This design comes from an exercise in tuning for small area on the open sky130 flow, not from production work. Only simulation tests tie the RTL to the original design; equivalence was not proved. Power is estimated from default activity; no workload was simulated.

--- design.v ---
module uart_fifo #(
    parameter HEAD_AT_COUNT = 0      
) (
    input               rst,
    input               clk,
    input               push,
    input               pop,
    input [7:0]         din,
    output [7:0]        dout,
    output              full,
    output              empty,
    output [3:0]        entry
);
    reg [7:0]   mem [7:0];
    reg [3:0]   count;
    logic       wen;
    logic       ren;
    logic [2:0] ridx;
    assign full  = count[3];
    assign empty = (count == 4'd0);
    assign entry = count;
    assign wen = ~full & push;
    assign ren = ~empty & pop;
    always @(posedge clk) begin
        if (rst) count <= 4'd0;
        else if (wen & ~ren) count <= count + 1'b1;
        else if (ren & ~wen) count <= count - 1'b1;
    end
    integer i;
    always @(posedge clk) begin
        if (wen) begin
            mem[0] <= din;
            for (i = 1; i < 8; i = i + 1) mem[i] <= mem[i-1];
        end
    end
    assign ridx = HEAD_AT_COUNT ? count[2:0] : count[2:0] - 1'b1;
    assign dout = mem[ridx];
endmodule
module uart_baud #(
    parameter SAMPLE = 1
) (
    input           clk,
    input [15:0]    cfg_div,
    input           baud_clear,
    output reg      baud_tick,
    output reg      baud_sample
);
    reg [15:0]      baud_cnt;
    logic           baud_cnt_fire;
    assign baud_cnt_fire = &baud_cnt;
    always @(posedge clk) begin
        if (baud_cnt_fire || baud_clear) baud_cnt <= cfg_div;
        else baud_cnt <= baud_cnt - 1'b1;
        baud_tick <= baud_cnt_fire;
    end
    generate
        if (SAMPLE) begin: sample_logic
            reg [11:0]  sample_cnt;
            reg         sample_ext;
            logic       sample_cnt_fire;
            logic       sample_load;
            assign sample_cnt_fire = sample_ext ? (&sample_cnt) : (sample_cnt == 12'd0);
            assign sample_load = sample_cnt_fire || baud_clear;
            always @(posedge clk) begin
                if (sample_load) sample_cnt <= cfg_div[15:4];
                else if (!sample_ext) sample_cnt <= sample_cnt - 1'b1;
                sample_ext <= sample_load & (&cfg_div[3:0]);
                baud_sample <= sample_cnt_fire;
            end
        end
        else begin: no_sample_logic
            always @* baud_sample = 1'b0;
        end
    endgenerate
endmodule
module uart_rx (
    input           clk,
    input           rst,
    input [15:0]    cfg_div,
    input           cfg_rxen,
    input           cfg_nstop,
    output logic     rx_valid,
    output reg [7:0] rx_data,
    input           uart_rxd
);
    logic           baud_tick;
    logic           baud_sample;
    logic           cnt_zero;
    logic           cycle_cnt_cmpl;
    logic           uart_rxd_synced;
    reg [1:0]       uart_rxd_sync;
    reg             baud_clear;
    reg [2:0]       cnt;
    localparam IDLE  = 0;
    localparam START = 1;
    localparam DATA  = 2;
    localparam STOP  = 3;
    reg [1:0]       state;
    logic [1:0]     state_next;
    assign cnt_zero = (cnt == 3'd0);
    assign cycle_cnt_cmpl = cnt_zero & baud_tick;
    always @(posedge clk) begin
        if (rst) uart_rxd_sync <= 2'b11;
        else begin
            uart_rxd_sync[0] <= uart_rxd;
            uart_rxd_sync[1] <= uart_rxd_sync[0];
        end
    end
    assign uart_rxd_synced = uart_rxd_sync[1];
    assign rx_valid = (state == IDLE) & ~baud_clear;
    always @(*) begin
        state_next = state;
        case(state)
            IDLE:  if (!uart_rxd_synced & cfg_rxen) state_next = START;
            START: if (cnt_zero) state_next = DATA;
            DATA:  if (cycle_cnt_cmpl) state_next = STOP;
            STOP:  if (cycle_cnt_cmpl) state_next = IDLE;
        endcase
    end
    always @(posedge clk) begin
        if (rst) state <= IDLE;
        else state <= state_next;
    end
    always @(posedge clk) begin
        baud_clear <= (state == IDLE) | ((state == START) & cnt_zero);
        case(state)
            IDLE: begin
                cnt <= 3'd7;
            end
            START: begin
                if (cnt_zero) cnt <= 3'd7;
                else if (baud_sample) cnt <= cnt - 1'b1;
            end
            DATA: begin
                if (baud_tick) rx_data <= {uart_rxd_synced, rx_data[7:1]};
                if (cycle_cnt_cmpl) cnt <= {2'b0, cfg_nstop};
                else if (baud_tick) cnt <= cnt - 1'b1;
            end
            STOP: begin
                if (baud_tick) cnt <= cnt - 1'b1;
            end
        endcase
    end
    uart_baud #(.SAMPLE(1)) u_uart_baud(
        .clk            (clk),
        .cfg_div        (cfg_div),
        .baud_clear     (baud_clear),
        .baud_tick      (baud_tick),
        .baud_sample    (baud_sample)
    );
endmodule
module uart_tx (
    input           clk,
    input           rst,
    input [15:0]    cfg_div,
    input           cfg_txen,
    input           cfg_nstop,
    input           fifo_empty,
    input [7:0]     fifo_head,
    output          fifo_pop,
    output reg      uart_txd
);
    logic           req;
    logic           baud_tick;
    logic           cycle_cnt_cmpl;
    logic           tx_ready;
    reg             baud_clear;
    reg [7:0]       buffer;
    reg [2:0]       cycle_cnt;
    localparam IDLE  = 0;
    localparam START = 1;
    localparam DATA  = 2;
    localparam STOP  = 3;
    reg [1:0]       state;
    logic [1:0]     state_next;
    assign tx_ready = (state == IDLE) & baud_clear;
    assign fifo_pop = ~fifo_empty & tx_ready;
    assign req = fifo_pop & cfg_txen;
    assign cycle_cnt_cmpl = (cycle_cnt == 3'd0) & baud_tick;
    always @(*) begin
        state_next = state;
        case(state)
            IDLE:  if (req) state_next = START;
            START: if (baud_tick) state_next = DATA;
            DATA:  if (cycle_cnt_cmpl) state_next = STOP;
            STOP:  if (cycle_cnt_cmpl) state_next = IDLE;
        endcase
    end
    always @(posedge clk) begin
        if (rst) state <= IDLE;
        else state <= state_next;
    end
    always @(posedge clk) begin
        baud_clear <= (state == IDLE);
        if (baud_tick) cycle_cnt <= cycle_cnt - 1'b1;
        case(state)
            IDLE: begin
                buffer <= fifo_head;
                uart_txd <= 1'b1;
            end
            START: begin
                uart_txd <= 1'b0;
                cycle_cnt <= 3'd7;
            end
            DATA: begin
                uart_txd <= buffer[~cycle_cnt];
                if (cycle_cnt_cmpl) cycle_cnt <= {2'b0, cfg_nstop};
            end
            STOP: begin
                uart_txd <= 1'b1;
            end
        endcase
    end
    uart_baud #(.SAMPLE(0)) u_uart_baud(
        .clk            (clk),
        .cfg_div        (cfg_div),
        .baud_clear     (baud_clear),
        .baud_tick      (baud_tick),
        .baud_sample    ()
    );
endmodule
module avalon_uart (
    input               clk,
    input               rst,
    input               avn_read,
    input               avn_write,
    input [4:0]         avn_address,
    input [31:0]        avn_writedata,
    output reg [31:0]   avn_readdata,
    output              avn_waitrequest,
    output              int_txwm,
    output              int_rxwm,
    output              uart_txd,
    input               uart_rxd
);
    logic           rx_valid;
    logic [7:0]     rx_data;
    logic           txfifo_push;
    logic           txfifo_pop;
    logic [7:0]     txfifo_dout;
    logic           txfifo_full;
    logic           txfifo_empty;
    logic [3:0]     txfifo_entry;
    logic           rxfifo_pop;
    logic [7:0]     rxfifo_dout;
    logic           rxfifo_full;
    logic           rxfifo_empty;
    logic [3:0]     rxfifo_entry;
    reg             txdata_valid;
    reg             txdata_full;
    reg [7:0]       txdata_data;
    reg [2:0]       txctrl_txcnt;
    reg             txctrl_nstop;
    reg             txctrl_txen;
    reg [2:0]       rxctrl_rxcnt;
    reg             rxctrl_rxen;
    reg             ie_rxwm;
    reg             ie_txwm;
    reg             ip_rxwm;
    reg             ip_txwm;
    reg [15:0]      div_div;
    reg [2:0]       rd_sel;
    reg             rd_flag;
    logic           addr_ok;
    logic           txdata_write;
    logic           txctrl_write;
    logic           rxctrl_write;
    logic           ie_write;
    logic           div_write;
    assign addr_ok = (avn_address[1:0] == 2'b00) & (avn_address[4:2] != 3'd7);
    assign txdata_write = avn_write & (avn_address == 5'h00);
    assign txctrl_write = avn_write & (avn_address == 5'h08);
    assign rxctrl_write = avn_write & (avn_address == 5'h0C);
    assign ie_write     = avn_write & (avn_address == 5'h10);
    assign div_write    = avn_write & (avn_address == 5'h18);
    always @(posedge clk) begin
        if (rst) begin
            txdata_data <= 8'b0;
            txctrl_txcnt <= 3'b0;
            txctrl_nstop <= 1'b0;
            txctrl_txen <= 1'b0;
            rxctrl_rxcnt <= 3'b0;
            rxctrl_rxen <= 1'b0;
            ie_rxwm <= 1'b0;
            ie_txwm <= 1'b0;
            div_div <= 16'b0;
        end
        else begin
        if (txdata_write) begin
            txdata_data <= avn_writedata[7:0];
        end
        if (txctrl_write) begin
            txctrl_txcnt <= avn_writedata[18:16];
            txctrl_nstop <= avn_writedata[1];
            txctrl_txen <= avn_writedata[0];
        end
        if (rxctrl_write) begin
            rxctrl_rxcnt <= avn_writedata[18:16];
            rxctrl_rxen <= avn_writedata[0];
        end
        if (ie_write) begin
            ie_rxwm <= avn_writedata[1];
            ie_txwm <= avn_writedata[0];
        end
        if (div_write) begin
            div_div <= avn_writedata[15:0];
        end
        end
    end
    always @(posedge clk) begin
        txdata_full <= txfifo_full;
        ip_rxwm <= (rxfifo_entry > {1'b0, rxctrl_rxcnt}) & ie_rxwm;
        ip_txwm <= (txfifo_entry < {1'b0, txctrl_txcnt}) & ie_txwm;
    end
    always @(posedge clk) begin
        txdata_valid <= txdata_write;
    end
    always @(posedge clk) begin
        if (addr_ok & (avn_address[4:2] == 3'd5)) begin
            rd_sel  <= {1'b1, ip_rxwm, 1'b1};
            rd_flag <= ip_txwm;
        end
        else begin
            rd_sel  <= addr_ok ? avn_address[4:2] : 3'd0;
            rd_flag <= (avn_address == 5'h04) ? rxfifo_empty : txdata_full;
        end
    end
    always @* begin
        avn_readdata = 32'b0;
        case (rd_sel)
        3'd0: begin
            avn_readdata[31] = rd_flag;
            avn_readdata[7:0] = txdata_data;
        end
        3'd1: begin
            avn_readdata[31] = rd_flag;
            avn_readdata[7:0] = rxfifo_dout;
        end
        3'd2: begin
            avn_readdata[18:16] = txctrl_txcnt;
            avn_readdata[1:0] = {txctrl_nstop, txctrl_txen};
        end
        3'd3: begin
            avn_readdata[18:16] = rxctrl_rxcnt;
            avn_readdata[0] = rxctrl_rxen;
        end
        3'd4: avn_readdata[1:0] = {ie_rxwm, ie_txwm};
        3'd6: avn_readdata[15:0] = div_div;
        default: avn_readdata[1:0] = {rd_sel[1], rd_flag};
        endcase
    end
    assign avn_waitrequest = 1'b0;
    assign int_txwm = ip_txwm;
    assign int_rxwm = ip_rxwm;
    assign txfifo_push = txdata_valid;
    assign rxfifo_pop  = (avn_address == 5'h04) & avn_read;
    uart_tx u_uart_tx (
        .clk        (clk),
        .rst        (rst),
        .cfg_div    (div_div),
        .cfg_txen   (txctrl_txen),
        .cfg_nstop  (txctrl_nstop),
        .fifo_empty (txfifo_empty),
        .fifo_head  (txfifo_dout),
        .fifo_pop   (txfifo_pop),
        .uart_txd   (uart_txd)
    );
    uart_rx u_uart_rx (
        .clk        (clk),
        .rst        (rst),
        .cfg_div    (div_div),
        .cfg_rxen   (rxctrl_rxen),
        .cfg_nstop  (txctrl_nstop),
        .rx_valid   (rx_valid),
        .rx_data    (rx_data),
        .uart_rxd   (uart_rxd)
    );
    uart_fifo #(.HEAD_AT_COUNT(0)) u_tx_fifo (
        .rst    (rst),
        .clk    (clk),
        .push   (txfifo_push),
        .pop    (txfifo_pop),
        .din    (txdata_data),
        .dout   (txfifo_dout),
        .full   (txfifo_full),
        .empty  (txfifo_empty),
        .entry  (txfifo_entry)
    );
    uart_fifo #(.HEAD_AT_COUNT(1)) u_rx_fifo (
        .rst    (rst),
        .clk    (clk),
        .push   (rx_valid),
        .pop    (rxfifo_pop),
        .din    (rx_data),
        .dout   (rxfifo_dout),
        .full   (rxfifo_full),
        .empty  (rxfifo_empty),
        .entry  (rxfifo_entry)
    );
endmodule
--- flow/run.sh ---
#!/bin/bash
# The standard ORFS layout with three changes:
# - ABC maps the logic for area (flow/abc_area_map.script: dc2, dch, amap)
#   instead of ORFS's speed script; registers are mapped before ABC, so
#   they are the standard synthesis's.
# - clock tree synthesis adds no dummy loads and builds clusters of
#   clkbuf_8.
# - ports are buffered with buf_1.
set -euo pipefail
here=$(pwd)
rm -rf "$here/scripts"
cp -r "$FLOW_HOME/scripts" "$here/scripts"
cp "$here/flow/abc_area_map.script" "$here/scripts/abc_area_map.script"
sed -i 's#/abc_speed.script#/abc_area_map.script#' "$here/scripts/synth_preamble.tcl"
grep -q abc_area_map.script "$here/scripts/synth_preamble.tcl"
export SCRIPTS_DIR="$here/scripts"
export CTS_ARGS="-sink_clustering_enable -repair_clock_nets -dont_use_dummy_load -buf_list sky130_fd_sc_hd__clkbuf_8 -sink_clustering_size 16 -sink_clustering_max_diameter 60"
export BUFFER_PORTS_ARGS="-buffer_cell sky130_fd_sc_hd__buf_1"
bash standard.sh > standard.log 2>&1
--- flow/abc_area_map.script ---
strash
dc2
dch -f
amap -F 4 -A 8
topo
--- standard.sh ---
#!/bin/bash
# synth_recipe.tcl (not shown) runs the flow's synth.tcl, then flattens the netlist and writes it again
# the make line also repeats each setting of config.mk as NAME=value (left out here)
make -C /OpenROAD-flow-scripts/flow DESIGN_CONFIG=/design/flow/config.mk WORK_HOME=/design/flow/orfs CLKGATE_MAP_FILE= SYNTH_SCRIPT=/design/flow/synth_recipe.tcl "${@:-finish}"
--- config.mk ---
export PLATFORM = sky130hd
export DESIGN_NAME = avalon_uart
export DESIGN_NICKNAME = avalon_uart
export VERILOG_FILES = /design/flow/design.v
export SDC_FILE = /design/flow/constraint.sdc
export NUM_CORES = 4
export LEC_CHECK = 0
export CAP_MARGIN = 20
export CORE_MARGIN = 2
export CORE_UTILIZATION = 40
export SLEW_MARGIN = 20
--- constraint.sdc ---
create_clock -name core_clock -period 5.0 [get_ports {clk}]
set_input_delay 1.0000 -clock core_clock [delete_from_list [all_inputs] [get_ports {clk}]]
set_output_delay 1.0000 -clock core_clock [all_outputs]
set_load 0.01 [all_outputs]
==> results.py, run 1 <==
metrics = {
    "power_and_ir_drop": {
        "power_mw": 6.30,
        "vdd_drop_max_v": 0.000286,
        "power_density_nw_per_um2": 543,
        "leakage_nw": 3.79,
    },
    "routing": {
        "dr_total_vias": 7424,
        "drt_iter0_drc": 690,
        "routed_wl_mm": 24.0,
        "drt-vias-per-instance": 5.50,
        "wire_per_inst_um": 17.8,
        "drt_pass1_iterations": 6,
        "drc_errors": 0,
        "ant_nets": 0,
    },
    "cts": {
        "h-tree-depth": 1,
        "cts_tree": "done",
        "clock-root-buffer": "clkbuf_8",
        "clk_path_buf_depth": 3,
        "post_cts_buffers": 0,
        "insertion_delay_ns": 0.55,
        "cts_buffers": 23,
        "ctsResizeCount": 0,
        "postCtsHoldBufs": 0,
        "clk_pin_slew_ns": 0.09,
        "cts_sinks": 258,
    },
    "die": {
        "initial_core_util_pct": 40.7,
        "die_area_sq_um": 27700,
        "chipWidth_um": 167,
        "rows": 59,
        "core-area_sq_um": 26000,
        "io_pins": 78,
        "die_h_um": 167,
    },
    "critical_path": {
        "r2r_setup_slack_ns": 1.42,
        "startpoint_type": "flop",
        "crit_type": "reg -> out",
        "setup.worst_path.end_class": "output pin",
        "critPathArrivalTime_ns": 3.38,
        "worstPathMaxFanout": 12,
        "r2r_cells": 16,
        "cp.required_ns": 4.00,
    },
    "logic_synthesis": {
        "yosys.area_share.simple_pct": 9.07,
        "ys.flop_type": "edfxtp_1",
        "synth_enable_flop_cells": 159,
        "synth_xor_area_share_pct": 0,
        "yosysWarnings": 9,
        "synth_top_family_by_area": "compound AO/OA/AOI/OAI gates",
        "synth_mux_area_share_pct": 0,
        "postSynthAreaPerCell_sq_um": 11.5,
        "synth_top_area_share_pct": 45.2,
        "post-synth-top-area-cell": "edfxtp_1",
        "ys_async_sr_fraction_pct": 0,
        "synth_area_leaders": "edfxtp_1 (45%), dfxtp_1 (19%), clkinv_1 (4.4%)",
        "seq_area_frac_synth_pct": 63.9,
        "netlist_instances": 922,
        "synth-seq-cells": 258,
        "synth_area_sq_um": 10600,
        "synth_compound_area_share_pct": 17.5,
        "synth_cell_types": 36,
        "synthAdderAreaFrac_pct": 4.17,
    },
    "global_routing": {
        "grt_remaining_overflow": 0,
        "grt_pass1_vias": 7197,
        "grt_pass1_wl_mm": 38.5,
        "grt_max_degree": 65,
        "grt_usage_pct": 17.2,
        "antenna_found_initial": 1,
    },
    "sta": {
        "finalSetupTns_ns": 0,
        "slew_viol_final": 0,
        "fmax_ghz": 0.229,
        "rsz0062_at_grt": "false",
        "fin_crit_sh_pct": 87.5,
        "hold_viol_final": 0,
        "worst_slew_pin_slew_ns": 1.04,
        "maxSlewHeadroom_pct": 30.9,
        "period_needed_ns": 4.38,
        "finalSetupViolations": 0,
        "timing.hold.ws_ns": 0.420,
        "skew_ns": 0.0663,
    },
    "placed_design": {
        "place_congestion": 0.801,
        "dp_cells": 1325,
        "port_buffers": 51,
        "dp_hpwl_mm": 16.8,
    },
    "finish": {
        "instances_no_fill": 1349,
        "fin_util_pct": 44.7,
        "final_common_cell": "edfxtp_1",
        "layout_common_cells": "edfxtp_1 (159), clkinv_1 (124), dfxtp_1 (99)",
        "num-nets-final": 1091,
        "drive_above_1_share_pct": 4.34,
        "area_growth_syn_to_layout_pct": 9.80,
    },
    "run_status": {
        "status": "complete, no violations",
    },
    "run": {
        "maxCapViolations": 0,
    },
    "hold_path": {
        "hold_class": "reg -> reg",
        "hold_depth": 1,
    },
}
[per-layer routing]
layer	vias to the layer above	GRT usage (%)	wire length [um]
li1	3656	-	-
met1	3572	24.6	11400
met2	161	27.5	10900
met3	35	2.64	1100
met4	0	4.46	527
met5	-	0	0
[synth_stat cells, types with 7 or more instances]
library cell / n
clkinv_1: 124
dfxtp_1: 99
nand4_1: 13
nor3_1: 38
nor2_1: 96
o221ai_1: 7
a221oi_1: 14
o21ai_0: 48
a31oi_1: 7
a21oi_1: 69
ha_1: 32
edfxtp_1: 159
buf_4: 13
nand2_1: 21
or3_1: 16
o21a_1: 8
a222oi_1: 22
a22oi_1: 35
o22ai_1: 50
nand3_1: 15
[report_power, final]
group	total (mW)	switching (mW)	internal, mW
clock network	1.05	0.640	0.411
registers	3.13	0.328	2.80
logic	2.12	1.32	0.797
total	6.30	2.29	4.01
[area by class of cell]
cell class / count / area (sq um)
repair buffers: 69 / 327
diodes: 1 / 2.50
inverters: 124 / 465
clock buffers: 23 / 317
well taps: 335 / 419
fillers: 2407 / 14400
multi-input cells: 539 / 3320
flip-flops and latches: 258 / 6760
[cell families (layout without fill, tap and decap cells)]
| family | Yosys count | after routing |
|---|---|---|
| AOI/OAI and AO/OA | 282 | 282 |
| adders and majority gates | 34 | 34 |
| buffers and inverters | 137 | 216 |
| DFF | 258 | 258 |
| other | 1 | 14 |
| and+or+nand+nor | 210 | 210 |
[worst paths after layout]
kind                                   start                          to
setup / recovery                   rd_sel[1]             avn_readdata[1]
hold / removal    u_uart_rx.uart_rxd_sync[0]  u_uart_rx.uart_rxd_sync[1]
setup reg to reg          u_rx_fifo.count[1]          u_rx_fifo.count[3]
hold reg to reg   u_uart_rx.uart_rxd_sync[0]  u_uart_rx.uart_rxd_sync[1]
[through the flow]
| stage | instance area [sq um] | worst slack [ns] |
|---|---|---|
| finish | 11600 | 0.624 |
| global route | 11600 | 0.458 |
| CTS | 11600 | 0.658 |
| detailed placement | 11300 | 1.28 |
| global placement | 11300 | 1.34 |
| floorplan | 10600 | 0.0379 |
[worst max-delay path, cell delays in order, from the launching register on]
cell and delay, ns:
dfxtp_1 0.45, clkinv_1 0.14, nor3_1 0.78, clkinv_1 0.65
o22ai_1 0.33, a221oi_1 0.12, o221ai_1 0.16, buf_1 0.18
[registers in the layout, summed over array words and instances, names as in the netlist, 4 cells and up]
signal                                         cells
u_rx_fifo.mem                                     64
u_tx_fifo.mem                                     64
txdata_data                                        8
u_uart_rx.u_uart_baud.baud_cnt                    16
u_uart_rx.u_uart_baud.sample_logic.sample_cnt     12
u_uart_rx.rx_data                                  8
div_div                                           16
u_rx_fifo.count                                    4
u_uart_tx.u_uart_baud.baud_cnt                    16
u_uart_tx.buffer                                   8
u_tx_fifo.count                                    4
==> inputs of run 2 (changes only) <==
--- a/config.mk
+++ b/config.mk
@@ -7,5 +7,5 @@
 export LEC_CHECK = 0
-export CAP_MARGIN = 20
+export CAP_MARGIN = 0
 export CORE_MARGIN = 2
 export CORE_UTILIZATION = 40
-export SLEW_MARGIN = 20
+export SLEW_MARGIN = 0
==> results.py, run 2 <==
metrics = {
    "run_status": {
        "status": "complete, no violations",
    },
    "sta": {
        "worst_slack_ns": 0.636,
        "finalSetupViolations": 0,
        "hold_viol_final": 0,
        "skew_ns": 0.0440,
        "period_needed_ns": 4.36,
        "maxSlewHeadroom_pct": 21.3,
        "finalSetupTns_ns": 0,
        "rsz0062_at_grt": "false",
        "worst_slew_pin_slew_ns": 1.17,
        "fin_crit_sh_pct": 87.3,
        "slew_viol_final": 0,
        "fmax_ghz": 0.229,
    },
    "finish": {
        "nFillCells": 2401,
        "layout_common_cells": "edfxtp_1 (159), clkinv_1 (124), dfxtp_1 (99)",
        "top_regs": "u_rx_fifo.mem x64, u_tx_fifo.mem x64",
        "area_growth_syn_to_layout_pct": 9.75,
        "num-nets-final": 1091,
        "final_common_cell": "edfxtp_1",
        "drive_above_1_share_pct": 4.24,
    },
    "cts": {
        "insertion_delay_ns": 0.56,
        "clk_path_buf_depth": 3,
        "postCtsHoldBufs": 0,
        "cts_buffers": 23,
        "clk_pin_slew_ns": 0.09,
        "clock-root-buffer": "clkbuf_8",
        "cts_sinks": 258,
        "cts_tree": "done",
        "post_cts_buffers": 0,
        "h-tree-depth": 1,
        "ctsResizeCount": 0,
    },
    "placed_design": {
        "pre_cts_ws_ns": 1.29,
        "place_congestion": 0.801,
        "port_buffers": 51,
        "dp_hpwl_mm": 16.8,
    },
    "logic_synthesis": {
        "synth_compound_area_share_pct": 17.5,
        "postSynthAreaPerCell_sq_um": 11.5,
        "synth_mux_area_share_pct": 0,
        "ys.flop_type": "edfxtp_1",
        "synth_xor_area_share_pct": 0,
        "seq_area_frac_synth_pct": 63.9,
        "yosys.area_share.simple_pct": 9.07,
        "synth-seq-cells": 258,
        "synthAdderAreaFrac_pct": 4.17,
        "synth_enable_flop_cells": 159,
        "post-synth-top-area-cell": "edfxtp_1",
        "synth_top_family_by_area": "compound AO/OA/AOI/OAI gates",
        "synth_area_leaders": "edfxtp_1 (45%), dfxtp_1 (19%), clkinv_1 (4.4%)",
        "synth_top_area_share_pct": 45.2,
        "synth_area_sq_um": 10600,
        "yosysWarnings": 9,
        "synth_cell_types": 36,
        "netlist_instances": 922,
        "yosysMostFrequentCell": "edfxtp_1",
        "synth_common_cells": "edfxtp_1 (159), clkinv_1 (124), dfxtp_1 (99), nor2_1 (96), a21oi_1 (69)",
        "ys_async_sr_fraction_pct": 0,
    },
    "routing": {
        "ant_nets": 0,
        "dr_total_vias": 7503,
        "drc_errors": 0,
        "routed_wl_mm": 24.1,
        "wire_per_inst_um": 17.9,
        "drt_pass1_iterations": 8,
        "drt_iter0_drc": 728,
        "drt-vias-per-instance": 5.56,
    },
    "critical_path": {
        "path_common_cell": "clkinv_1",
        "cp_top_family": "buffers and inverters",
        "r2r_setup_slack_ns": 1.42,
        "cp_cell_sequence": "clkinv_1, nor3_1, clkinv_1, o22ai_1, a221oi_1, o221ai_1, buf_1",
        "cp_num_buf_inv": 3,
        "rr_endpoint": "u_rx_fifo.count[3]",
        "r2r-start": "u_rx_fifo.count[1]",
        "crit_slowest_cell": "nor3_1",
        "r2r_cells": 16,
        "startpoint_type": "flop",
        "critPathArrivalTime_ns": 3.36,
        "setup.worst_path.end_class": "output pin",
        "cp.required_ns": 4.00,
        "crit_type": "reg -> out",
        "worstPathMaxFanout": 12,
        "cp_slowest_stage_delay_ns": 0.79,
    },
    "die": {
        "chipWidth_um": 167,
        "rows": 59,
        "initial_core_util_pct": 40.7,
        "die_h_um": 167,
        "die_area_sq_um": 27700,
        "core-area_sq_um": 26000,
        "io_pins": 78,
    },
    "global_routing": {
        "grt_remaining_overflow": 0,
        "grt_pass1_vias": 7072,
        "antenna_found_initial": 1,
        "grt_pass1_wl_mm": 38.5,
        "grt_usage_pct": 17.2,
        "grt_max_degree": 65,
    },
    "hold_path": {
        "whs_endpoint": "u_uart_rx.uart_rxd_sync[1]",
        "hold_depth": 1,
        "hold_class": "reg -> reg",
        "min-delay-start": "u_uart_rx.uart_rxd_sync[0]",
    },
    "run": {
        "maxCapViolations": 0,
    },
    "power_and_ir_drop": {
        "vdd_drop_max_v": 0.000272,
        "power_density_nw_per_um2": 543,
        "power_mw": 6.30,
        "leakage_nw": 3.79,
    },
}
## run 2: cell counts after synthesis
Identical to the previous run, type by type.
## run 2: metrics by stage
stage          cells  utilization (%)  hold WS [ns]  area (sq um)
6_report        1349             44.7         0.419         11600
5_1_grt         1348             44.6         0.438         11600
4_1_cts         1348             44.6         0.422         11600
3_5_place_dp    1325             43.4         0.400         11300
3_3_place_gp    1325             43.4         0.393         11300
2_1_floorplan    934                -         0.391         10600
## run 2: logic make-up after synthesis
kind of cell,Yosys count
AO/OA/AOI/OAI,282
adder cells (fa/ha/maj),34
buffers and inverters,137
flip-flops,258
other,1
AND/OR/NAND/NOR,210
## run 2: cell type report
type / instances / area (sq um) / share of cell area [%]
Sequential cell: 258 / 6760 / 58.2
Multi-Input combinational cell: 539 / 3320 / 28.6
Inverter: 124 / 465 / 4.01
Tap cell: 335 / 419 / 3.61
Timing Repair Buffer: 69 / 327 / 2.81
Clock buffer: 23 / 317 / 2.73
Antenna cell: 1 / 2.50 / 0.0216
## run 2: worst max path at each step
stage                                   from                  to  slack, ns  depth (start not counted)
after detailed placement           rd_sel[1]     avn_readdata[1]       1.29                          7
after CTS                          rd_sel[1]     avn_readdata[1]       0.68                          7
after floorplan           u_uart_rx.state[0]  u_rx_fifo.count[3]       0.04                         14
after global placement             rd_sel[1]     avn_readdata[1]       1.34                          7
final                              rd_sel[1]     avn_readdata[1]       0.64                          7
after global routing               rd_sel[1]     avn_readdata[1]       0.44                          7
## run 2: power breakdown
group          total [mW]  switching [mW]  internal (mW)  leakage [nW]
clock network        1.06           0.646          0.411         0.165
logic                2.11            1.32          0.796          1.32
registers            3.13           0.329           2.80          2.30
## run 2: layer usage
metal / track usage (%) / vias to the layer above / part of all wire (%)
met5: 0 / - / 0
met4: 3.97 / 0 / 1.8
met3: 2.88 / 28 / 6.3
met2: 27.4 / 202 / 45
met1: 24.8 / 3606 / 47
li1: - / 3667 / -
==> inputs of run 3 (changes only) <==
--- a/flow/run.sh
+++ b/flow/run.sh
@@ -1,8 +1,10 @@
 #!/bin/bash
-# The standard ORFS layout with three changes:
-# - ABC maps the logic for area (flow/abc_area_map.script: dc2, dch, amap)
+# The standard ORFS layout with four changes:
+# - no hard adder cells before ABC (ADDER_MAP_FILE empty), so ABC maps
+#   the counters and comparators with the rest of the logic;
+# - ABC maps the logic for area (flow/abc_area_map.script: dch, amap)
 #   instead of ORFS's speed script; registers are mapped before ABC, so
-#   they are the standard synthesis's.
+#   they are the standard synthesis's;
 # - clock tree synthesis adds no dummy loads and builds clusters of
-#   clkbuf_8.
+#   clkbuf_8;
 # - ports are buffered with buf_1.
@@ -16,2 +18,3 @@
 export SCRIPTS_DIR="$here/scripts"
+export ADDER_MAP_FILE=
 export CTS_ARGS="-sink_clustering_enable -repair_clock_nets -dont_use_dummy_load -buf_list sky130_fd_sc_hd__clkbuf_8 -sink_clustering_size 16 -sink_clustering_max_diameter 60"
==> flow/abc_area_map.script (replaced) <==
strash
dch -f
amap -F 4 -A 8
topo
--- a/config.mk
+++ b/config.mk
@@ -7,5 +7,5 @@
 export LEC_CHECK = 0
-export CAP_MARGIN = 0
+export CAP_MARGIN = 20
 export CORE_MARGIN = 2
 export CORE_UTILIZATION = 40
-export SLEW_MARGIN = 0
+export SLEW_MARGIN = 20
==> results.py, run 3 <==
metrics = {
    "run_status": {
        "status": "complete, no violations",
    },
    "sta": {
        "fin_crit_sh_pct": 80.3,
        "fmax_ghz": 0.249,
        "skew_ns": 0.0831,
        "period_needed_ns": 4.01,
        "slew_viol_final": 0,
        "maxSlewHeadroom_pct": 27.5,
        "rsz0062_at_grt": "false",
        "timing.hold.ws_ns": 0.363,
        "worst_slack_ns": 0.987,
        "finalSetupTns_ns": 0,
        "worst_slew_pin_slew_ns": 1.08,
        "hold_viol_final": 0,
        "finalSetupViolations": 0,
    },
    "power_and_ir_drop": {
        "power_density_nw_per_um2": 513,
        "p_switching_mw": 1.96,
        "vdd_drop_max_v": 0.000281,
        "seq_power_share_pct": 52.4,
        "leakage_nw": 3.52,
        "p_clk_share_pct": 18.5,
        "combPwrFrac_pct": 29.1,
        "power.internal_mw": 3.65,
        "swShare_pct": 34.9,
    },
    "routing": {
        "wire_per_inst_um": 17.7,
        "dr_total_vias": 6839,
        "drt_iter0_drc": 709,
        "drc_errors": 0,
        "drt-vias-per-instance": 5.42,
        "drt_pass1_iterations": 7,
        "routed_wl_mm": 22.3,
        "ant_nets": 0,
    },
    "finish": {
        "nFillCells": 2294,
        "final_cell_area_sq_um": 10900,
        "top_regs": "u_rx_fifo.mem x64, u_tx_fifo.mem x64",
        "num-nets-final": 982,
        "instances_no_fill": 1262,
        "drive_above_1_share_pct": 4.48,
        "regArea_sq_um": 6760,
        "layout_common_cells": "edfxtp_1 (159), dfxtp_1 (99), clkinv_1 (94)",
        "final_common_cell": "edfxtp_1",
        "diodes": 0,
        "multi_input_area_sq_um": 2810,
        "area_growth_syn_to_layout_pct": 9.93,
    },
    "cts": {
        "clk_pin_slew_ns": 0.09,
        "post_cts_buffers": 0,
        "insertion_delay_ns": 0.57,
        "cts_sinks": 258,
        "ctsResizeCount": 0,
        "cts_buffers": 22,
        "cts_tree": "done",
        "clock-root-buffer": "clkbuf_8",
        "postCtsHoldBufs": 0,
        "h-tree-depth": 1,
        "clk_path_buf_depth": 3,
    },
    "logic_synthesis": {
        "synth-seq-cells": 258,
        "synth_cell_types": 35,
        "ys_async_sr_fraction_pct": 0,
        "yosysWarnings": 9,
        "synth_top_area_share_pct": 48.0,
        "postSynthAreaPerCell_sq_um": 11.7,
        "synth_enable_flop_cells": 159,
        "netlist_instances": 849,
        "yosysMostFrequentCell": "edfxtp_1",
        "synth_area_leaders": "edfxtp_1 (48%), dfxtp_1 (20%), clkinv_1 (3.6%)",
        "ys.flop_type": "edfxtp_1",
        "seq_area_frac_synth_pct": 67.9,
        "synth_common_cells": "edfxtp_1 (159), dfxtp_1 (99), clkinv_1 (95), nor2_1 (92), a21oi_1 (64)",
        "synth_area_sq_um": 9950,
        "post-synth-top-area-cell": "edfxtp_1",
    },
    "critical_path": {
        "r2r-start": "u_uart_tx.u_uart_baud.baud_cnt[0]",
        "crit_type": "reg -> out",
        "critPathArrivalTime_ns": 3.01,
        "r2r_cells": 24,
        "crit_start": "u_rx_fifo.count[0]",
        "crit_slowest_cell": "a222oi_1",
        "startpoint_type": "flop",
        "cp_slowest_stage_delay_ns": 0.56,
        "worstPathMaxFanout": 9,
        "path_common_cell": "clkinv_1",
        "rr_endpoint": "u_uart_tx.u_uart_baud.baud_cnt[15]",
        "cp.required_ns": 4.00,
        "cp_cell_sequence": "clkinv_1, nor3_1, buf_4, a22o_1, a221oi_1, nand3_1, a222oi_1, clkinv_1, buf_1",
        "r2r_setup_slack_ns": 1.12,
        "crit_end": "avn_readdata[3]",
        "setup.worst_path.end_class": "output pin",
    },
    "global_routing": {
        "grt_max_degree": 67,
        "grt_remaining_overflow": 0,
        "grt_usage_pct": 16.9,
        "grt_pass1_vias": 6344,
        "grt_pass1_wl_mm": 35.1,
        "antenna_found_initial": 0,
    },
    "die": {
        "core-area_sq_um": 24400,
        "chipWidth_um": 162,
        "initial_core_util_pct": 40.8,
        "rows": 57,
        "io_pins": 78,
        "die_h_um": 162,
        "die_area_sq_um": 26200,
    },
    "placed_design": {
        "dpl_cell_area_sq_um": 10600,
        "dp_hpwl_mm": 15.1,
        "place_congestion": 0.859,
        "dp_cells": 1239,
        "pre_cts_ws_ns": 1.18,
        "port_buffers": 51,
    },
    "run": {
        "maxCapViolations": 0,
    },
    "hold_path": {
        "hold_class": "reg -> reg",
    },
}
==> run 3: cell count changes after synthesis, moves of 11 or more <==
cell      delta
ha_1        -32
o22ai_1     -21
nor3_1      -11
clkinv_1    -29
nand2_1     +27
==> run 3: layout make-up <==
class | count | area share, %
clock buffer | 22 | 2.77
multi-input combinational | 495 | 25.6
inverter | 95 | 3.26
timing repair buffer | 68 | 2.89
tap | 324 | 3.70
sequential | 258 | 61.7
==> run 3: worst max-delay path, delay by kind of cell, from the launching register on <==
family	cells	cell delay [ns]
AOI/OAI and AO/OA	3	1.10
buffers and inverters	4	0.64
DFF	1	0.37
and+or+nand+nor	2	0.34
==> run 3: through the flow <==
stage | util, % | power (mW)
floorplan | - | 4.12
global placement | 43.6 | 4.58
detailed placement | 43.6 | 4.61
CTS | 44.8 | 5.64
global route | 44.9 | 6.00
finish | 44.9 | 5.61
==> run 3: power groups by stage <==
stage          clock network, mW  registers, mW  logic, mW
3_5_place_dp                   0           2.98       1.63
6_report                    1.04           2.94       1.63
2_1_floorplan                  0           2.91       1.20
3_3_place_gp                   0           2.97       1.61
4_1_cts                     1.08           2.93       1.64
5_1_grt                     1.15           2.98       1.86
==> run 3: worst min-delay path by stage <==
stage,from,end,slack (ns),depth (start not counted)
final,u_tx_fifo.count[3],txdata_full,0.36,0
after global routing,u_tx_fifo.count[3],txdata_full,0.38,0
after CTS,u_tx_fifo.count[3],txdata_full,0.37,0
after detailed placement,u_tx_fifo.count[3],txdata_full,0.35,0
after global placement,u_tx_fifo.count[3],txdata_full,0.36,0
after floorplan,u_tx_fifo.count[3],txdata_full,0.34,0
==> run 3: metal layers <==
layer	track usage, %	part of all wire (%)	routed length (um)
met1	24.5	46	10400
met2	27.0	45	10100
met3	2.37	5.9	1330
met4	4.34	2.3	512
met5	0	0	0
==> run 3: logic make-up after synthesis <==
group | count (synthesis) | synth area share (%)
AO/OA/AOI/OAI | 267 | 18.0
AND/OR/NAND/NOR | 215 | 9.53
other | 1 | 0.0377
buffers and inverters | 108 | 4.56
flip-flops | 258 | 67.9
==> inputs of run 4 (changes only) <==
--- a/design.v
+++ b/design.v
@@ -49,5 +49,7 @@
     logic           baud_cnt_fire;
-    assign baud_cnt_fire = &baud_cnt;
+    logic [15:0]    div;
+    assign div = cfg_div + 1'b1;
+    assign baud_cnt_fire = baud_cnt == 16'd0;
     always @(posedge clk) begin
-        if (baud_cnt_fire || baud_clear) baud_cnt <= cfg_div;
+        if (baud_cnt_fire || baud_clear) baud_cnt <= div;
         else baud_cnt <= baud_cnt - 1'b1;
@@ -58,11 +60,7 @@
             reg [11:0]  sample_cnt;
-            reg         sample_ext;
             logic       sample_cnt_fire;
-            logic       sample_load;
-            assign sample_cnt_fire = sample_ext ? (&sample_cnt) : (sample_cnt == 12'd0);
-            assign sample_load = sample_cnt_fire || baud_clear;
+            assign sample_cnt_fire = sample_cnt == 12'd0;
             always @(posedge clk) begin
-                if (sample_load) sample_cnt <= cfg_div[15:4];
-                else if (!sample_ext) sample_cnt <= sample_cnt - 1'b1;
-                sample_ext <= sample_load & (&cfg_div[3:0]);
+                if (sample_cnt_fire || baud_clear) sample_cnt <= div[15:4];
+                else sample_cnt <= sample_cnt - 1'b1;
                 baud_sample <= sample_cnt_fire;
--- a/flow/run.sh
+++ b/flow/run.sh
@@ -4,3 +4,3 @@
 #   the counters and comparators with the rest of the logic;
-# - ABC maps the logic for area (flow/abc_area_map.script: dch, amap)
+# - ABC maps the logic for area (flow/abc_area_map.script: dc2, dch, amap)
 #   instead of ORFS's speed script; registers are mapped before ABC, so
@@ -19,2 +19,3 @@
 export ADDER_MAP_FILE=
+export SKIP_REPAIR_TIE_FANOUT=1
 export CTS_ARGS="-sink_clustering_enable -repair_clock_nets -dont_use_dummy_load -buf_list sky130_fd_sc_hd__clkbuf_8 -sink_clustering_size 16 -sink_clustering_max_diameter 60"
==> flow/abc_area_map.script (replaced) <==
strash
dc2
dch -f
amap -F 4 -A 8
topo
==> results.py, run 4 <==
metrics = {
    "run_status": {
        "status": "complete, no violations",
    },
    "die": {
        "io_pins": 78,
        "core-area_sq_um": 24200,
        "rows": 57,
        "initial_core_util_pct": 40.7,
        "chipWidth_um": 161,
        "die_h_um": 161,
        "die_area_sq_um": 25900,
    },
    "critical_path": {
        "startpoint_type": "flop",
        "crit_slowest_cell": "dfxtp_1",
        "worstPathMaxFanout": 16,
        "critPathArrivalTime_ns": 4.63,
        "cp_slowest_stage_delay_ns": 0.33,
        "crit_type": "reg -> reg",
        "r2r_cells": 31,
        "cp.required_ns": 5.42,
        "path_common_cell": "clkinv_1",
        "r2r-start": "u_uart_tx.u_uart_baud.baud_cnt[0]",
        "setup.worst_path.end_class": "flop",
        "r2r_setup_slack_ns": 0.79,
        "rr_endpoint": "u_uart_tx.u_uart_baud.baud_cnt[14]",
    },
    "sta": {
        "finalSetupTns_ns": 0,
        "worst_slack_ns": 0.790,
        "slew_viol_final": 0,
        "period_needed_ns": 4.21,
        "worst_slew_pin_slew_ns": 0.826,
        "finalSetupViolations": 0,
        "fin_crit_sh_pct": 84.2,
        "rsz0062_at_grt": "false",
        "skew_ns": 0.0525,
        "fmax_ghz": 0.238,
        "hold_viol_final": 0,
        "maxSlewHeadroom_pct": 44.7,
    },
    "logic_synthesis": {
        "netlist_instances": 878,
        "seq_area_frac_synth_pct": 67.1,
        "synth_area_leaders": "edfxtp_1 (45%), dfxtp_1 (22%), nor2_1 (4.5%)",
        "postSynthAreaPerCell_sq_um": 11.2,
        "ys.flop_type": "edfxtp_1",
        "yosysMostFrequentCell": "edfxtp_1",
        "post-synth-top-area-cell": "edfxtp_1",
        "synth_cell_types": 34,
        "synth-seq-cells": 257,
        "yosysWarnings": 9,
        "synth_enable_flop_cells": 147,
        "synth_top_area_share_pct": 44.7,
        "synth_area_sq_um": 9870,
        "synth_common_cells": "edfxtp_1 (147), nor2_1 (117), clkinv_1 (112), dfxtp_1 (110), a21oi_1 (76)",
        "ys_async_sr_fraction_pct": 0,
    },
    "finish": {
        "top_regs": "u_rx_fifo.mem x64, u_tx_fifo.mem x64",
        "num-nets-final": 1004,
        "final_common_cell": "edfxtp_1",
        "layout_common_cells": "edfxtp_1 (147), nor2_1 (113), dfxtp_1 (110)",
        "diodes": 0,
        "area_growth_syn_to_layout_pct": 10.1,
        "final_cell_area_sq_um": 10900,
        "drive_above_1_share_pct": 5.63,
    },
    "run": {
        "maxCapViolations": 0,
    },
    "cts": {
        "postCtsHoldBufs": 0,
        "cts_sinks": 257,
        "clock-root-buffer": "clkbuf_8",
        "insertion_delay_ns": 0.54,
        "cts_buffers": 21,
        "h-tree-depth": 1,
        "clk_pin_slew_ns": 0.10,
        "cts_tree": "done",
        "clk_path_buf_depth": 3,
    },
    "power_and_ir_drop": {
        "leakage_nw": 3.41,
        "power.internal_mw": 2.95,
        "combPwrFrac_pct": 14.9,
        "vdd_drop_max_v": 0.000178,
        "seq_power_share_pct": 60.3,
        "swShare_pct": 27.1,
        "p_switching_mw": 1.10,
        "power_density_nw_per_um2": 372,
        "p_clk_share_pct": 24.8,
    },
    "hold_path": {
        "hold_class": "reg -> reg",
        "hold_depth": 1,
        "whs_endpoint": "u_uart_rx.uart_rxd_sync[1]",
        "min-delay-start": "u_uart_rx.uart_rxd_sync[0]",
    },
    "global_routing": {
        "grt_max_degree": 66,
        "grt_remaining_overflow": 0,
        "antenna_found_initial": 0,
        "grt_pass1_vias": 6444,
        "grt_pass1_wl_mm": 34.2,
        "grt_usage_pct": 16.4,
    },
    "placed_design": {
        "dp_hpwl_mm": 14.9,
        "place_congestion": 0.860,
        "port_buffers": 51,
        "pre_cts_ws_ns": 0.704,
        "dpl_cell_area_sq_um": 10500,
    },
    "routing": {
        "drc_errors": 0,
        "routed_wl_mm": 21.7,
        "drt_iter0_drc": 690,
        "drt-vias-per-instance": 5.37,
        "drt_pass1_iterations": 6,
        "dr_total_vias": 6893,
        "wire_per_inst_um": 16.9,
        "ant_nets": 0,
    },
}
==> run 4: timing repair <==
action	in CTS	in global routing
endpoints found under the setup margin	0	30
setup buffers	0	0
gates resized for setup	0	8
==> run 4: cell families after synthesis <==
| group | count (synthesis) | share of synthesized area [%] |
|---|---|---|
| AO/OA/AOI/OAI | 287 | 18.9 |
| flip-flops | 257 | 67.1 |
| AND/OR/NAND/NOR | 208 | 8.75 |
| buffers and inverters | 125 | 5.25 |
| other | 1 | 0.0380 |
==> run 4: area by class of cell <==
cell class	instances	area (sq um)
clock buffer	21	289
tap	324	405
sequential	257	6620
timing repair inverter	2	10.0
timing repair buffer	72	349
fill	2295	13400
multi-input combinational	496	2760
inverter	112	428
==> run 4: critical path: cells and delay by family (launching register included) <==
family / cells / cell delay [ns]
simple gates: 16 / 2.16
buf+inv: 14 / 1.52
flops: 1 / 0.33
compound gates: 1 / 0.05
==> run 4: worst max-delay path by stage <==
stage,from,end,slack [ns],cells past startpoint
4_1_cts,u_uart_rx.u_uart_baud.baud_cnt[0],u_uart_rx.u_uart_baud.baud_cnt[1],0.67,30
3_5_place_dp,u_uart_rx.u_uart_baud.baud_cnt[0],u_uart_rx.u_uart_baud.baud_cnt[8],0.70,30
3_3_place_gp,u_uart_rx.u_uart_baud.baud_cnt[0],u_uart_rx.u_uart_baud.baud_cnt[8],0.76,30
5_1_grt,u_uart_tx.u_uart_baud.baud_cnt[1],u_uart_tx.u_uart_baud.baud_cnt[14],0.01,31
2_1_floorplan,u_uart_rx.state[1],u_rx_fifo.count[3],0.27,10
6_report,u_uart_tx.u_uart_baud.baud_cnt[0],u_uart_tx.u_uart_baud.baud_cnt[14],0.79,31
==> run 4: through the flow <==
| step | hold slack (ns) | util [%] | std cells | power [mW] |
|---|---|---|---|---|
| final | 0.420 | 44.8 | 1284 | 4.04 |
| after global routing | 0.434 | 44.8 | 1284 | 4.27 |
| after CTS | 0.423 | 44.6 | 1282 | 4.08 |
| after detailed placement | 0.405 | 43.4 | 1261 | 3.07 |
| after global placement | 0.404 | 43.4 | 1261 | 3.07 |
| after floorplan | 0.365 | - | 878 | 2.90 |
==> run 4: per-layer routing <==
| layer | up-vias | part of all wire (%) | global-route usage [%] |
|---|---|---|---|
| met5 | - | 0 | 0 |
| met4 | 0 | 1.7 | 3.86 |
| met3 | 25 | 5.1 | 3.16 |
| met2 | 178 | 46 | 26.1 |
| met1 | 3243 | 47 | 23.3 |
| li1 | 3447 | - | - |
==> run 4: power groups by stage <==
stage / clock, mW / sequential, mW / combinational, mW
after global routing: 1.12 / 2.45 / 0.697
after CTS: 1.05 / 2.43 / 0.594
after detailed placement: 0 / 2.48 / 0.593
final: 1.00 / 2.44 / 0.604
after floorplan: 0 / 2.46 / 0.443
after global placement: 0 / 2.48 / 0.588
==> inputs of run 5 (changes only) <==
--- a/flow/run.sh
+++ b/flow/run.sh
@@ -19,3 +19,3 @@
 export ADDER_MAP_FILE=
-export SKIP_REPAIR_TIE_FANOUT=1
+export REMOVE_ABC_BUFFERS=1
 export CTS_ARGS="-sink_clustering_enable -repair_clock_nets -dont_use_dummy_load -buf_list sky130_fd_sc_hd__clkbuf_8 -sink_clustering_size 16 -sink_clustering_max_diameter 60"
--- a/config.mk
+++ b/config.mk
@@ -10,2 +10,3 @@
 export CORE_UTILIZATION = 40
+export GPL_TIMING_DRIVEN = 0
 export SLEW_MARGIN = 20
==> results.py, run 5 <==
metrics = {
    "run_status": {
        "status": "complete, no violations",
    },
    "logic_synthesis": {
        "netlist_instances": 878,
        "yosysMostFrequentCell": "edfxtp_1",
        "ys.flop_type": "edfxtp_1",
        "synth_area_leaders": "edfxtp_1 (45%), dfxtp_1 (22%), nor2_1 (4.5%)",
        "synth-seq-cells": 257,
        "post-synth-top-area-cell": "edfxtp_1",
        "synth_cell_types": 34,
        "ys_async_sr_fraction_pct": 0,
        "synth_top_area_share_pct": 44.7,
        "yosysWarnings": 9,
        "postSynthAreaPerCell_sq_um": 11.2,
        "synth_enable_flop_cells": 147,
        "synth_area_sq_um": 9870,
        "seq_area_frac_synth_pct": 67.1,
        "synth_common_cells": "edfxtp_1 (147), nor2_1 (117), clkinv_1 (112), dfxtp_1 (110), a21oi_1 (76)",
    },
    "critical_path": {
        "cp_slowest_stage_delay_ns": 0.60,
        "crit_slowest_cell": "nor2_1",
        "path_common_cell": "clkinv_1",
        "critPathArrivalTime_ns": 3.65,
        "cp_top_family": "simple AND/OR/NAND/NOR gates",
        "cp_cell_sequence": "nor2_1, clkinv_1, nor2_2, clkinv_1, o21ai_0, o221ai_1, buf_1",
        "cp_num_buf_inv": 3,
        "setup.worst_path.end_class": "output pin",
        "cp.required_ns": 4.00,
        "worstPathMaxFanout": 10,
        "crit_type": "reg -> out",
        "startpoint_type": "flop",
    },
    "cts": {
        "clock-root-buffer": "clkbuf_8",
        "cts_buffers": 22,
        "clk_pin_slew_ns": 0.10,
        "h-tree-depth": 1,
        "post_cts_buffers": 0,
        "insertion_delay_ns": 0.55,
        "cts_tree": "done",
        "cts_sinks": 257,
        "clk_path_buf_depth": 3,
    },
    "global_routing": {
        "grt_remaining_overflow": 0,
        "antenna_found_initial": 0,
        "grt_pass1_wl_mm": 35.1,
        "use_met2_pct": 27.7,
        "met1_usage_pct": 23.7,
        "grtUsageMet3_pct": 2.36,
        "grt_busiest_layer": "met2",
        "grt_usage_pct": 16.9,
        "grt_max_degree": 35,
        "grt_pass1_vias": 6555,
    },
    "sta": {
        "hold_viol_final": 0,
        "fmax_ghz": 0.215,
        "finalSetupViolations": 0,
        "fin_crit_sh_pct": 93.0,
        "period_needed_ns": 4.65,
        "worst_slew_pin_slew_ns": 0.957,
        "slew_viol_final": 0,
        "skew_ns": 0.0712,
        "finalSetupTns_ns": 0,
        "maxSlewHeadroom_pct": 36.0,
    },
    "power_and_ir_drop": {
        "power.internal_mw": 2.95,
        "swShare_pct": 27.5,
        "p_switching_mw": 1.12,
        "vdd_drop_max_v": 0.000230,
        "p_clk_share_pct": 25.2,
        "leakage_nw": 3.40,
        "seq_power_share_pct": 60.0,
        "combPwrFrac_pct": 14.7,
        "power_density_nw_per_um2": 373,
    },
    "placed_design": {
        "port_buffers": 51,
        "dp_cells": 1261,
        "place_congestion": 0.874,
        "dp_hpwl_mm": 15.5,
    },
    "routing": {
        "drt_iter0_drc": 566,
        "wire_per_inst_um": 17.3,
        "dr_total_vias": 6959,
        "routed_wl_mm": 22.2,
        "drt-vias-per-instance": 5.42,
        "drt_pass1_iterations": 5,
        "ant_nets": 0,
        "drc_errors": 0,
    },
    "finish": {
        "diodes": 0,
        "layout_common_cells": "edfxtp_1 (147), nor2_1 (114), dfxtp_1 (110)",
        "instances_no_fill": 1285,
        "top_regs": "u_rx_fifo.mem x64, u_tx_fifo.mem x64",
        "final_common_cell": "edfxtp_1",
        "drive_above_1_share_pct": 5.52,
        "num-nets-final": 1005,
        "area_growth_syn_to_layout_pct": 10.6,
    },
    "die": {
        "chipWidth_um": 161,
        "io_pins": 78,
        "die_h_um": 161,
        "core-area_sq_um": 24200,
        "rows": 57,
        "die_area_sq_um": 25900,
        "initial_core_util_pct": 40.7,
    },
    "hold_path": {
        "hold_class": "reg -> reg",
    },
    "run": {
        "maxCapViolations": 0,
    },
}
run 5: cell types whose count changed in the layout (fill, tap and decap cells not counted), sizes merged:
| cell | delta |
|---|---|
| buf | -12 |
| conb | +12 |
| clkbuf | +1 |
| clkinv | +1 |
| inv | -1 |
run 5: layout make-up:
| cell class | count | area (sq um) |
|---|---|---|
| repair buffers | 60 | 280 |
| multi-input cells | 508 | 2870 |
| well taps | 324 | 405 |
| fillers | 2304 | 13300 |
| repair inverters | 2 | 12.5 |
| inverters | 112 | 429 |
| flip-flops and latches | 257 | 6620 |
| clock buffers | 22 | 303 |
run 5: what timing repair did:
item	in CTS	in global routing
gates resized for setup	0	9
hold buffers	0	0
setup endpoints to repair	0	32
hold endpoints to repair	0	0
run 5: worst paths after layout:
path	startpoint	end	cells after the start	slack, ns
min reg2reg	u_rx_fifo.mem[2][5]	u_rx_fifo.mem[3][5]	0	0.40
max	u_rx_fifo.count[1]	avn_readdata[3]	7	0.35
max reg2reg	u_uart_tx.u_uart_baud.baud_cnt[0]	u_uart_tx.u_uart_baud.baud_cnt[2]	30	0.60
min	u_rx_fifo.mem[2][5]	u_rx_fifo.mem[3][5]	0	0.40
run 5: cell families after synthesis:
group                  after synthesis  synth area share, %
AO/OA/AOI/OAI                      287                 18.9
AND/OR/NAND/NOR                    208                 8.75
buffers and inverters              125                 5.25
flip-flops                         257                 67.1
other                                1               0.0380
run 5: power by group through the flow:
stage	registers [mW]	clock network (mW)	logic, mW
after floorplan	2.46	0	0.435
after global placement	2.48	0	0.575
after detailed placement	2.49	0	0.591
after CTS	2.44	1.07	0.594
after global routing	2.45	1.14	0.682
final	2.44	1.03	0.599
run 5: worst register-to-register path: cells and delay by family, from the launching register on:
kind,cells,cell delay (ns)
AND/OR/NAND/NOR,15,2.25
buffers and inverters,14,1.58
flip-flops,1,0.33
AO/OA/AOI/OAI,1,0.12
run 5: through the flow:
stage / cell area, sq um / total power [mW] / utilization [%] / setup WS, ns / hold slack [ns]
floorplan: 9810 / 2.89 / - / -1.99 / 0.365
global placement: 10400 / 3.05 / 42.9 / -4.35 / 0.396
detailed placement: 10600 / 3.08 / 43.5 / 0.342 / 0.403
CTS: 10900 / 4.10 / 44.8 / 0.113 / 0.405
global route: 10900 / 4.27 / 45.0 / -0.0283 / 0.411
finish: 10900 / 4.07 / 45.0 / 0.351 / 0.399
run 5: metal layers:
metal / vias up / wire [um]
li1: 3443 / -
met1: 3283 / 10300
met2: 199 / 10200
met3: 34 / 1210
met4: 0 / 475
met5: - / 0
==> inputs of run 6 (changes only) <==
--- a/flow/run.sh
+++ b/flow/run.sh
@@ -19,3 +19,2 @@
 export ADDER_MAP_FILE=
-export REMOVE_ABC_BUFFERS=1
 export CTS_ARGS="-sink_clustering_enable -repair_clock_nets -dont_use_dummy_load -buf_list sky130_fd_sc_hd__clkbuf_8 -sink_clustering_size 16 -sink_clustering_max_diameter 60"
--- a/config.mk
+++ b/config.mk
@@ -10,3 +10,2 @@
 export CORE_UTILIZATION = 40
-export GPL_TIMING_DRIVEN = 0
 export SLEW_MARGIN = 20
==> results.py, run 6 <==
metrics = {
    "run_status": {
        "status": "complete, no violations",
    },
    "global_routing": {
        "grt_busiest_layer": "met2",
        "grt_pass1_wl_mm": 34.7,
        "grt_usage_pct": 16.7,
        "grt_pass1_vias": 6497,
        "grtUsageMet3_pct": 2.08,
        "grt_max_degree": 66,
        "grt_remaining_overflow": 0,
        "antenna_found_initial": 0,
        "met1_usage_pct": 23.9,
        "use_met2_pct": 26.6,
    },
    "routing": {
        "drt_iter0_drc": 548,
        "routed_wl_mm": 21.9,
        "drt-vias-per-instance": 5.42,
        "drt_pass1_iterations": 6,
        "dr_total_vias": 7014,
        "drc_errors": 0,
        "ant_nets": 0,
        "wire_per_inst_um": 17.0,
    },
    "logic_synthesis": {
        "synth_compound_area_share_pct": 18.9,
        "synth_xor_area_share_pct": 0,
        "synth_top_family_by_area": "compound AO/OA/AOI/OAI gates",
        "synthAdderAreaFrac_pct": 0,
        "synth_area_sq_um": 9870,
        "synth_top_area_share_pct": 44.7,
        "synth_mux_area_share_pct": 0,
        "synth_common_cells": "edfxtp_1 (147), nor2_1 (117), clkinv_1 (112), dfxtp_1 (110), a21oi_1 (76)",
        "synth_cell_types": 34,
        "ys_async_sr_fraction_pct": 0,
        "yosys.area_share.simple_pct": 8.75,
        "yosysWarnings": 9,
        "postSynthAreaPerCell_sq_um": 11.2,
        "synth-seq-cells": 257,
        "synth_area_leaders": "edfxtp_1 (45%), dfxtp_1 (22%), nor2_1 (4.5%)",
        "synth_enable_flop_cells": 147,
        "netlist_instances": 878,
        "yosysMostFrequentCell": "edfxtp_1",
        "ys.flop_type": "edfxtp_1",
        "seq_area_frac_synth_pct": 67.1,
        "post-synth-top-area-cell": "edfxtp_1",
    },
    "critical_path": {
        "startpoint_type": "flop",
        "crit_type": "reg -> reg",
        "r2r-start": "u_uart_tx.u_uart_baud.baud_cnt[0]",
        "crit_slowest_cell": "dfxtp_1",
        "crit_start": "u_uart_tx.u_uart_baud.baud_cnt[0]",
        "setup.worst_path.end_class": "flop",
        "worstPathMaxFanout": 14,
        "cp_slowest_stage_delay_ns": 0.33,
        "cp.required_ns": 5.41,
        "critPathArrivalTime_ns": 4.62,
    },
    "finish": {
        "drive_above_1_share_pct": 4.95,
        "regArea_sq_um": 6620,
        "nFillCells": 2316,
        "layout_common_cells": "edfxtp_1 (147), nor2_1 (116), dfxtp_1 (110)",
        "area_growth_syn_to_layout_pct": 10.3,
        "diodes": 0,
        "multi_input_area_sq_um": 2800,
        "final_common_cell": "edfxtp_1",
        "top_regs": "u_rx_fifo.mem x64, u_tx_fifo.mem x64",
        "instances_no_fill": 1294,
        "num-nets-final": 1014,
    },
    "power_and_ir_drop": {
        "vdd_drop_max_v": 0.000162,
        "leakage_nw": 3.43,
        "power_density_nw_per_um2": 369,
    },
    "die": {
        "initial_core_util_pct": 40.7,
        "io_pins": 78,
        "die_h_um": 161,
        "chipWidth_um": 161,
        "die_area_sq_um": 25900,
        "core-area_sq_um": 24200,
        "rows": 57,
    },
    "run": {
        "maxCapViolations": 0,
    },
    "hold_path": {
        "hold_class": "reg -> reg",
        "min-delay-start": "u_uart_rx.uart_rxd_sync[0]",
    },
    "placed_design": {
        "dp_hpwl_mm": 15.1,
        "place_congestion": 0.866,
        "dp_cells": 1273,
        "port_buffers": 51,
    },
    "cts": {
        "ctsResizeCount": 0,
        "cts_sinks": 257,
        "insertion_delay_ns": 0.54,
        "postCtsHoldBufs": 0,
        "clk_pin_slew_ns": 0.10,
        "clock-root-buffer": "clkbuf_8",
        "h-tree-depth": 1,
        "cts_tree": "done",
        "post_cts_buffers": 0,
        "clk_path_buf_depth": 3,
        "cts_buffers": 20,
    },
    "sta": {
        "maxSlewHeadroom_pct": 47.0,
        "hold_viol_final": 0,
        "period_needed_ns": 4.21,
        "fin_crit_sh_pct": 84.3,
        "rsz0062_at_grt": "false",
        "skew_ns": 0.0581,
        "finalSetupTns_ns": 0,
        "finalSetupViolations": 0,
        "fmax_ghz": 0.237,
        "worst_slew_pin_slew_ns": 0.795,
        "slew_viol_final": 0,
    },
}
[run 6: cell type report]
| cell class | instances | area share, % |
|---|---|---|
| Clock buffer | 20 | 2.53 |
| Sequential cell | 257 | 60.8 |
| Inverter | 112 | 3.90 |
| Tap cell | 324 | 3.73 |
| Timing Repair Buffer | 72 | 3.21 |
| Multi-Input combinational cell | 508 | 25.8 |
| Timing Repair inverter | 1 | 0.0690 |
[run 6: report_power, final]
group | total (mW) | switching [mW] | internal, mW | leakage [nW]
registers | 2.43 | 0.0834 | 2.35 | 2.22
logic | 0.595 | 0.382 | 0.213 | 1.07
clock network | 0.983 | 0.623 | 0.360 | 0.144
total | 4.01 | 1.09 | 2.92 | 3.43
[run 6: worst max-delay path: cells and delay by family (launching register included)]
family | cells | cell delay [ns]
DFF | 1 | 0.33
and+or+nand+nor | 15 | 2.10
buffers and inverters | 14 | 1.50
AOI/OAI and AO/OA | 1 | 0.13
[run 6: per-layer routing]
layer | wire [um] | part of all wire [%]
met1 | 10400 | 47
met2 | 9940 | 45
met3 | 998 | 4.5
met4 | 624 | 2.8
met5 | 0 | 0
[run 6: path summary, 6_finish.rpt]
check / to / slack [ns] / cells past startpoint
setup reg to reg: u_uart_tx.u_uart_baud.baud_cnt[3] / 0.79 / 30
hold / removal: u_uart_rx.uart_rxd_sync[1] / 0.42 / 1
hold reg to reg: u_uart_rx.uart_rxd_sync[1] / 0.42 / 1
setup / recovery: u_uart_tx.u_uart_baud.baud_cnt[3] / 0.79 / 30
[run 6: stage by stage]
stage          power [mW]  hold WS [ns]  setup WS (ns)  utilization [%]  area, sq um
2_1_floorplan        2.90         0.365          0.265                -         9920
3_3_place_gp         3.07         0.395          0.655             43.6        10600
3_5_place_dp         3.08         0.407          0.622             43.6        10600
4_1_cts              4.05         0.424          0.577             44.8        10900
5_1_grt              4.23         0.444         0.0169             44.9        10900
6_report             4.01         0.423          0.787             44.9        10900
[run 6: cell families after synthesis]
kind of cell           after synthesis
AOI/OAI and AO/OA                  287
buffers and inverters              125
DFF                                257
other                                1
and+or+nand+nor                    208
==> inputs of run 7 (changes only) <==
--- a/config.mk
+++ b/config.mk
@@ -9,3 +9,4 @@
 export CORE_MARGIN = 2
-export CORE_UTILIZATION = 40
+export CORE_UTILIZATION = 65
+export PLACE_DENSITY = 0.75
 export SLEW_MARGIN = 20
==> results.py, run 7 <==
metrics = {
    "finish": {
        "final_common_cell": "edfxtp_1",
        "num-nets-final": 1013,
        "layout_common_cells": "edfxtp_1 (147), nor2_1 (112), dfxtp_1 (110)",
        "area_growth_syn_to_layout_pct": 8.70,
        "top_regs": "u_rx_fifo.mem x64, u_tx_fifo.mem x64",
        "drive_above_1_share_pct": 5.47,
        "final_cell_area_sq_um": 10700,
        "diodes": 0,
    },
    "placed_design": {
        "port_buffers": 51,
        "dp_hpwl_mm": 15.1,
        "dpl_cell_area_sq_um": 10400,
        "place_congestion": 0.853,
    },
    "hold_path": {
        "hold_class": "reg -> reg",
        "min-delay-start": "u_uart_rx.rx_data[1]",
    },
    "power_and_ir_drop": {
        "vdd_drop_max_v": 0.000227,
        "leakage_nw": 3.42,
        "power_mw": 4.05,
        "power_density_nw_per_um2": 377,
    },
    "critical_path": {
        "path_common_cell": "nor2_1",
        "critPathArrivalTime_ns": 4.74,
        "cp_slowest_stage_delay_ns": 0.34,
        "crit_slowest_cell": "dfxtp_1",
        "cp_num_buf_inv": 14,
        "startpoint_type": "flop",
        "cp.required_ns": 5.42,
        "worstPathMaxFanout": 16,
        "crit_type": "reg -> reg",
        "cp_top_family": "simple AND/OR/NAND/NOR gates",
        "setup.worst_path.end_class": "flop",
        "crit_start": "u_uart_tx.u_uart_baud.baud_cnt[0]",
        "r2r-start": "u_uart_tx.u_uart_baud.baud_cnt[0]",
    },
    "cts": {
        "cts_sinks": 257,
        "cts_buffers": 20,
        "insertion_delay_ns": 0.55,
        "h-tree-depth": 1,
        "postCtsHoldBufs": 0,
        "clk_path_buf_depth": 3,
        "clock-root-buffer": "clkbuf_8",
        "clk_pin_slew_ns": 0.10,
        "cts_tree": "done",
    },
    "sta": {
        "worst_slew_pin_slew_ns": 0.815,
        "slew_viol_final": 0,
        "skew_ns": 0.0554,
        "finalSetupTns_ns": 0,
        "fmax_ghz": 0.232,
        "maxSlewHeadroom_pct": 45.3,
        "hold_viol_final": 0,
        "finalSetupViolations": 0,
        "period_needed_ns": 4.32,
        "fin_crit_sh_pct": 86.3,
        "rsz0062_at_grt": "false",
    },
    "logic_synthesis": {
        "synth_top_area_share_pct": 44.7,
        "ys.flop_type": "edfxtp_1",
        "yosysWarnings": 9,
        "synth_area_leaders": "edfxtp_1 (45%), dfxtp_1 (22%), nor2_1 (4.5%)",
        "seq_area_frac_synth_pct": 67.1,
        "postSynthAreaPerCell_sq_um": 11.2,
        "synth_enable_flop_cells": 147,
        "yosysMostFrequentCell": "edfxtp_1",
        "synth-seq-cells": 257,
        "ys_async_sr_fraction_pct": 0,
        "synth_area_sq_um": 9870,
        "netlist_instances": 878,
        "post-synth-top-area-cell": "edfxtp_1",
        "synth_cell_types": 34,
        "synth_common_cells": "edfxtp_1 (147), nor2_1 (117), clkinv_1 (112), dfxtp_1 (110), a21oi_1 (76)",
    },
    "routing": {
        "routed_wl_mm": 22.0,
        "dr_total_vias": 7266,
        "drc_errors": 0,
        "ant_nets": 0,
        "wire_per_inst_um": 19.1,
        "drt-vias-per-instance": 6.28,
        "drt_iter0_drc": 760,
        "drt_pass1_iterations": 9,
    },
    "global_routing": {
        "antenna_found_initial": 0,
        "grt_usage_pct": 26.7,
        "grt_remaining_overflow": 0,
        "grt_pass1_vias": 6799,
        "grt_pass1_wl_mm": 34.3,
        "grt_max_degree": 66,
    },
    "die": {
        "chipWidth_um": 127,
        "core-area_sq_um": 15000,
        "initial_core_util_pct": 65.6,
        "rows": 45,
        "io_pins": 78,
        "die_h_um": 127,
        "die_area_sq_um": 16200,
    },
    "run": {
        "maxCapViolations": 0,
    },
    "run_status": {
        "status": "complete, no violations",
    },
}
run 7: cell types whose count changed in the layout (fill, tap and decap cells not counted), sizes merged:
cell	delta
buf	-2
clkinv	-1
clkinvlp	+2
run 7: area by class of cell:
type,instances,area (sq um)
Inverter,112,428
Multi-Input combinational cell,508,2820
Sequential cell,257,6620
Clock buffer,20,275
Fill cell,1053,4310
Tap cell,188,235
Timing Repair inverter,2,15.0
Timing Repair Buffer,70,338
run 7: path summary, 6_finish.rpt:
| check | end | slack (ns) | cells past startpoint |
|---|---|---|---|
| hold reg to reg | u_rx_fifo.mem[0][1] | 0.40 | 0 |
| hold / removal | u_rx_fifo.mem[0][1] | 0.40 | 0 |
| setup / recovery | u_uart_tx.u_uart_baud.baud_cnt[6] | 0.68 | 30 |
| setup reg to reg | u_uart_tx.u_uart_baud.baud_cnt[6] | 0.68 | 30 |
run 7: timing repair:
item                       CTS  global route
buffers inserted             0             0
resized for setup            0            14
setup endpoints to repair    0            32
run 7: kinds of logic after synthesis:
| group | share of synthesized area (%) |
|---|---|
| other cells | 0.0380 |
| buf+inv | 5.25 |
| compound gates | 18.9 |
| flops | 67.1 |
| simple gates | 8.75 |
run 7: metrics by stage:
step	setup WS, ns	instances	util [%]	hold WS [ns]
floorplan	0.265	890	-	0.365
global placement	0.667	1135	69.1	0.413
detailed placement	0.552	1135	69.1	0.412
CTS	0.482	1155	71.0	0.405
global route	0.0107	1157	71.3	0.418
finish	0.684	1157	71.3	0.403
run 7: power breakdown:
group | leakage, nW | internal [mW] | total [mW] | switching, mW
clock | 0.144 | 0.360 | 0.974 | 0.614
combinational | 1.06 | 0.217 | 0.633 | 0.416
sequential | 2.22 | 2.35 | 2.44 | 0.0876
total | 3.42 | 2.93 | 4.05 | 1.12
run 7: routing by layer:
metal  GRT usage (%)  vias up  share of wire [%]
met3            4.86       45                8.6
li1                -     3446                  -
met2            43.5      328                 47
met5               0        -                  0
met4            7.30        0                2.3
met1            37.6     3447                 42

afterwards: timing with drivers on the ports:
The results above use ideal ports. As a check the final layouts listed here were re-extracted and re-timed, cells and wires unchanged. Step 1: set_driving_cell puts a clkbuf_16 on clk and a buf_2 on each other input, an assumption about the parent block. Step 2 moves the port delays by t, midway between the first and last clock arrival at a register: inputs arrive t later, outputs are due t later. That takes back most of the time a late clock gives input paths. Three values: ideal ports, drivers, drivers and shift; two values: the first two.
run | shift t [ns] | setup WS [ns] | worst setup path after step 2 | latest minus earliest clock arrival (ns) | pins driven straight from the clock port
run 1 | 0.566 | 0.624 / 0.581 / 1.147 | register to output | 0.081 / 0.082 | 1
run 2 | 0.568 | 0.636 / 0.593 / 1.161 | register to output | 0.063 / 0.063 | 1
run 3 | 0.569 | 0.987 / 0.943 / 1.123 | register to register | 0.083 / 0.084 | 1
run 4 | 0.559 | 0.790 / 0.790 / 0.790 | register to register | 0.053 / 0.053 | 1
run 5 | 0.555 | 0.351 / 0.312 / 0.602 | register to register | 0.072 / 0.072 | 1
run 6 | 0.549 | 0.787 / 0.787 / 0.787 | register to register | 0.061 / 0.061 | 1
run 7 | 0.561 | 0.684 / 0.684 / 0.684 | register to register | 0.059 / 0.059 | 1
After both steps setup and hold are still met in every run listed.
